Source: an optimization exercise on an open RTL-to-GDS flow (aim: small area, a short achievable clock period and few clock cycles per item). Production flows keep margins and buffers that such runs may drop. Where RTL was checked, it was by simulation tests only, not by an equivalence proof against the original.

==> job 100: inputs <==
==> flow/design.v <==
module mult32x32_fsm (
    input logic clk,               
    input logic reset,             
    input logic start,             
    output logic busy,             
    output logic [1:0] a_sel,      
    output logic b_sel,            
    output logic [2:0] shift_sel,  
    output logic upd_prod,         
    output logic clr_prod          
);
	typedef enum { idle, handle1, handle2, handle3, handle4, handle5, handle6, handle7, handle8} sm_type;
	sm_type current_state;
	sm_type next_state;
	always_ff @(posedge clk, posedge reset) begin
		if (reset== 1'b1) begin
			current_state <=idle;
		end
		else begin
			current_state <= next_state;
		end
	end
	always_comb begin
		next_state= current_state;
		busy=1'b1;
		upd_prod= 1'b1;
		clr_prod= 1'b0;
		a_sel= 2'b0;
		b_sel= 1'b0;
		shift_sel= 3'b0;
		case(current_state)
			idle: begin
				if(start== 1'b0) begin
					next_state=idle;
					busy=1'b0;
					upd_prod=1'b0;
				end
				else begin
					next_state=handle1;
					busy=1'b0;
					upd_prod=1'b0;
					clr_prod=1'b1;
				end
			end
			handle1: begin
				next_state= handle2;
				a_sel=2'b0;
				b_sel=1'b0;
				shift_sel=3'b0;
			end
			handle2: begin
				next_state= handle3;
				a_sel=2'b01;
				b_sel=1'b0;
				shift_sel=3'b001;
			end
			handle3: begin
				next_state= handle4;
				a_sel=2'b10;
				b_sel=1'b0;
				shift_sel=3'b010;
			end
			handle4: begin
				next_state= handle5;
				a_sel=2'b11;
				b_sel=1'b0;
				shift_sel=3'b011;
			end
			handle5: begin
				next_state= handle6;
				a_sel=2'b0;
				b_sel=1'b1;
				shift_sel=3'b010;
			end
			handle6: begin
				next_state= handle7;
				a_sel=2'b01;
				b_sel=1'b1;
				shift_sel=3'b011;
			end
			handle7: begin
				next_state= handle8;
				a_sel=2'b10;
				b_sel=1'b1;
				shift_sel=3'b100;
			end
			handle8: begin
				next_state= idle;
				a_sel=2'b11;
				b_sel=1'b1;
				shift_sel=3'b101;
			end
		endcase
	end
endmodule
module mult32x32_arith (
    input logic clk,              
    input logic reset,            
    input logic [31:0] a,         
    input logic [31:0] b,         
    input logic [1:0] a_sel,      
    input logic b_sel,            
    input logic [2:0] shift_sel,  
    input logic upd_prod,         
    input logic clr_prod,         
    output logic [63:0] product   
);
logic [15:0] out16;
logic [7:0] out8;
always_comb begin
	case(a_sel)
		2'b00: out8 = a[7:0];
		2'b01: out8 = a[15:8];
		2'b10: out8 = a[23:16];
		2'b11: out8 = a[31:24];
	endcase
end
always_comb begin
	case(b_sel)
		1'b0: out16 = b[15:0];
		1'b1: out16 = b[31:16];
	endcase
end
logic [23:0] mult;
always_comb begin
	mult = out16 * out8;
end
logic [63:0] shifted;
always_comb begin
	shifted = 64'b0;
	case(shift_sel)
		3'b000: shifted = mult;
		3'b001: shifted = mult << 8; 
		3'b010: shifted = mult << 16;
		3'b011: shifted = mult << 24;
		3'b100: shifted = mult << 32;
		3'b101: shifted = mult << 40;
	endcase
end
always_ff @(posedge clk, posedge reset) begin
	if(reset == 1'b1) begin 
		product <= 64'b0;
	end
	else begin
		if(clr_prod == 1'b1) begin
			product <= 64'b0;
		end
		else if (upd_prod == 1'b1) begin
			product <= product + shifted;
		end
	end
end
endmodule
module mult32x32 (
    input logic clk,             
    input logic reset,           
    input logic start,           
    input logic [31:0] a,        
    input logic [31:0] b,        
    output logic busy,           
    output logic [63:0] product  
);
logic [1:0] a_sel;
logic b_sel;
logic [2:0] shift_sel;
logic upd_prod;
logic clr_prod;
mult32x32_fsm fsm(
	.clk(clk),
	.reset(reset),
	.start(start),
	.busy(busy),
	.a_sel(a_sel),
	.b_sel(b_sel),
	.shift_sel(shift_sel),
	.upd_prod(upd_prod),
	.clr_prod(clr_prod)
);
mult32x32_arith arith(
	.clk(clk),
	.reset(reset),
	.a(a),
	.b(b),
	.a_sel(a_sel),
	.b_sel(b_sel),
	.shift_sel(shift_sel),
	.upd_prod(upd_prod),
	.clr_prod(clr_prod),
	.product(product)
);
endmodule
==> flow/run.sh <==
#!/bin/bash
# synth_recipe.tcl (not shown) runs the flow's synth.tcl, then flattens the netlist and writes it again
# the make line also repeats each setting of config.mk as NAME=value (left out here)
make -C /OpenROAD-flow-scripts/flow DESIGN_CONFIG=/design/flow/config.mk WORK_HOME=/design/flow/orfs CLKGATE_MAP_FILE= SYNTH_SCRIPT=/design/flow/synth_recipe.tcl finish
==> flow/config.mk <==
export PLATFORM = sky130hd
export DESIGN_NAME = mult32x32
export DESIGN_NICKNAME = mult32x32
export VERILOG_FILES = /design/flow/design.v
export SDC_FILE = /design/flow/constraint.sdc
export NUM_CORES = 4
export LEC_CHECK = 0
export CAP_MARGIN = 20
export CORE_MARGIN = 2
export CORE_UTILIZATION = 40
export SLEW_MARGIN = 20
==> flow/constraint.sdc <==
create_clock -name core_clock -period 12.0 [get_ports {clk}]
set_input_delay 2.4000 -clock core_clock [delete_from_list [all_inputs] [get_ports {clk}]]
set_output_delay 2.4000 -clock core_clock [all_outputs]
set_load 0.01 [all_outputs]
==> job 8777: changes against job 100 <==
==> flow/design.v (replaced) <==
module mult32x32_fsm #(
    parameter int R = 8
) (
    input  logic clk,
    input  logic reset,
    input  logic start,
    input  logic [31:0] a,
    input  logic [31:0] b,
    output logic busy,
    output logic swap,
    output logic [$clog2(32/R)-1:0] idx,
    output logic acc,
    output logic load
);
localparam int C  = 32 / R;
localparam int CW = $clog2(C);
logic [CW-1:0] la, lb;           
logic          swap_s;
logic [CW-1:0] first;
logic [CW-1:0] cnt;
logic          sw;
always_comb begin
    la = '0;
    lb = '0;
    for (int j = 1; j < C; j++) begin
        if (|a[j*R +: R]) la = CW'(j);
        if (|b[j*R +: R]) lb = CW'(j);
    end
    swap_s = la < lb;
    first  = swap_s ? la : lb;
end
assign swap = busy ? sw : swap_s;
assign idx  = busy ? cnt : first;
assign acc  = busy;
assign load = busy | start;
always_ff @(posedge clk, posedge reset) begin
    if (reset) begin
        busy <= 1'b0;
    end else if (start) begin
        busy <= first != '0;
    end else if (busy) begin
        busy <= cnt != '0;
    end
end
always_ff @(posedge clk) begin
    if (start) begin
        cnt <= first - 1'b1;
        sw  <= swap_s;
    end else if (busy) begin
        cnt <= cnt - 1'b1;
    end
end
endmodule
module mult32x32_arith #(
    parameter int R = 8
) (
    input  logic clk,
    input  logic [31:0] a,
    input  logic [31:0] b,
    input  logic swap,
    input  logic [$clog2(32/R)-1:0] idx,
    input  logic acc,
    input  logic load,
    output logic [63:0] product
);
logic [31:0]   x, y;
logic [R-1:0]  d;
logic [63:0]   base;
logic [63:0]   sum;
assign x    = swap ? b : a;
assign y    = swap ? a : b;
assign d    = y[idx*R +: R];
assign base = acc ? {product[63-R:0], {R{1'b0}}} : 64'd0;
assign sum  = base + x * d;
always_ff @(posedge clk) begin
    if (load) product <= sum;
end
endmodule
module mult32x32 (
    input logic clk,             
    input logic reset,           
    input logic start,           
    input logic [31:0] a,        
    input logic [31:0] b,        
    output logic busy,           
    output logic [63:0] product  
);
localparam int R  = 8;           
localparam int C  = 32 / R;      
localparam int CW = $clog2(C);
logic          swap;             
logic [CW-1:0] idx;              
logic          acc;              
logic          load;             
mult32x32_fsm #(.R(R)) fsm (
    .clk(clk),
    .reset(reset),
    .start(start),
    .a(a),
    .b(b),
    .busy(busy),
    .swap(swap),
    .idx(idx),
    .acc(acc),
    .load(load)
);
mult32x32_arith #(.R(R)) arith (
    .clk(clk),
    .a(a),
    .b(b),
    .swap(swap),
    .idx(idx),
    .acc(acc),
    .load(load),
    .product(product)
);
endmodule
ABC_CLOCK_PERIOD_IN_PS = 4000   (was unset)
CORE_UTILIZATION = 50   (was 40)
SETUP_SLACK_MARGIN = 5   (was unset)
==> comparison table <==
metric                                                                          job 100        job 8777
Status                                                                   finished clean  finished clean
Library cell contributing the largest single delay on the critical path         mux2i_1            fa_2
Hold_ws                                                                          548 ps          648 ps
Met2 Wirelength                                                                15900 um        22000 um
#MultiIn Comb                                                                      1186            1170
Area of all placed cells without fillers                                     13300 um^2      19100 um^2
Crit path buffers/inverters                                                           3              10
Worst Path Max Fanout                                                                 8               7
Mux contribution to synthesized area                                              3.05%           7.59%
Via count normalized by instance count                                             5.59            5.68
Testbench counts of job 100, summed over its fixed seeds: cycles 72,008, items 8,000.
The RTL of job 8777 was laid out without a check of its function.

## separate check: timing with driven ports
The results above use ideal ports. As a check the final layouts listed here were re-extracted and re-timed, cells and wires unchanged.
Step 1 (the two cells are an assumption about what drives the block):
set clk [get_ports {clk}]
set_driving_cell -lib_cell sky130_fd_sc_hd__clkbuf_16 $clk
set_driving_cell -lib_cell sky130_fd_sc_hd__buf_2 [delete_from_list [all_inputs] $clk]
Step 2 moves the port delays by t, midway between the first and last clock arrival at a register: inputs arrive t later, outputs are due t later. That takes back most of the time a late clock gives input paths.
Slacks: no drivers / after step 1 / after step 2; pairs: no drivers / after step 1.
| run | t, ns | slack for setup (ns) | worst slew at a driven data input, ns |
|---|---|---|---|
| job 100 | 0.393 | 0.946 / 0.963 / 0.570 | 0.05 |
| job 8777 | 0.398 | 0.826 / 0.834 / 0.437 | 0.05 |
After both steps setup and hold are still met in every run listed. For job 8777, which loses most, drivers alone change the setup slack by +0.008 ns; drivers and shift together by -0.389 ns.
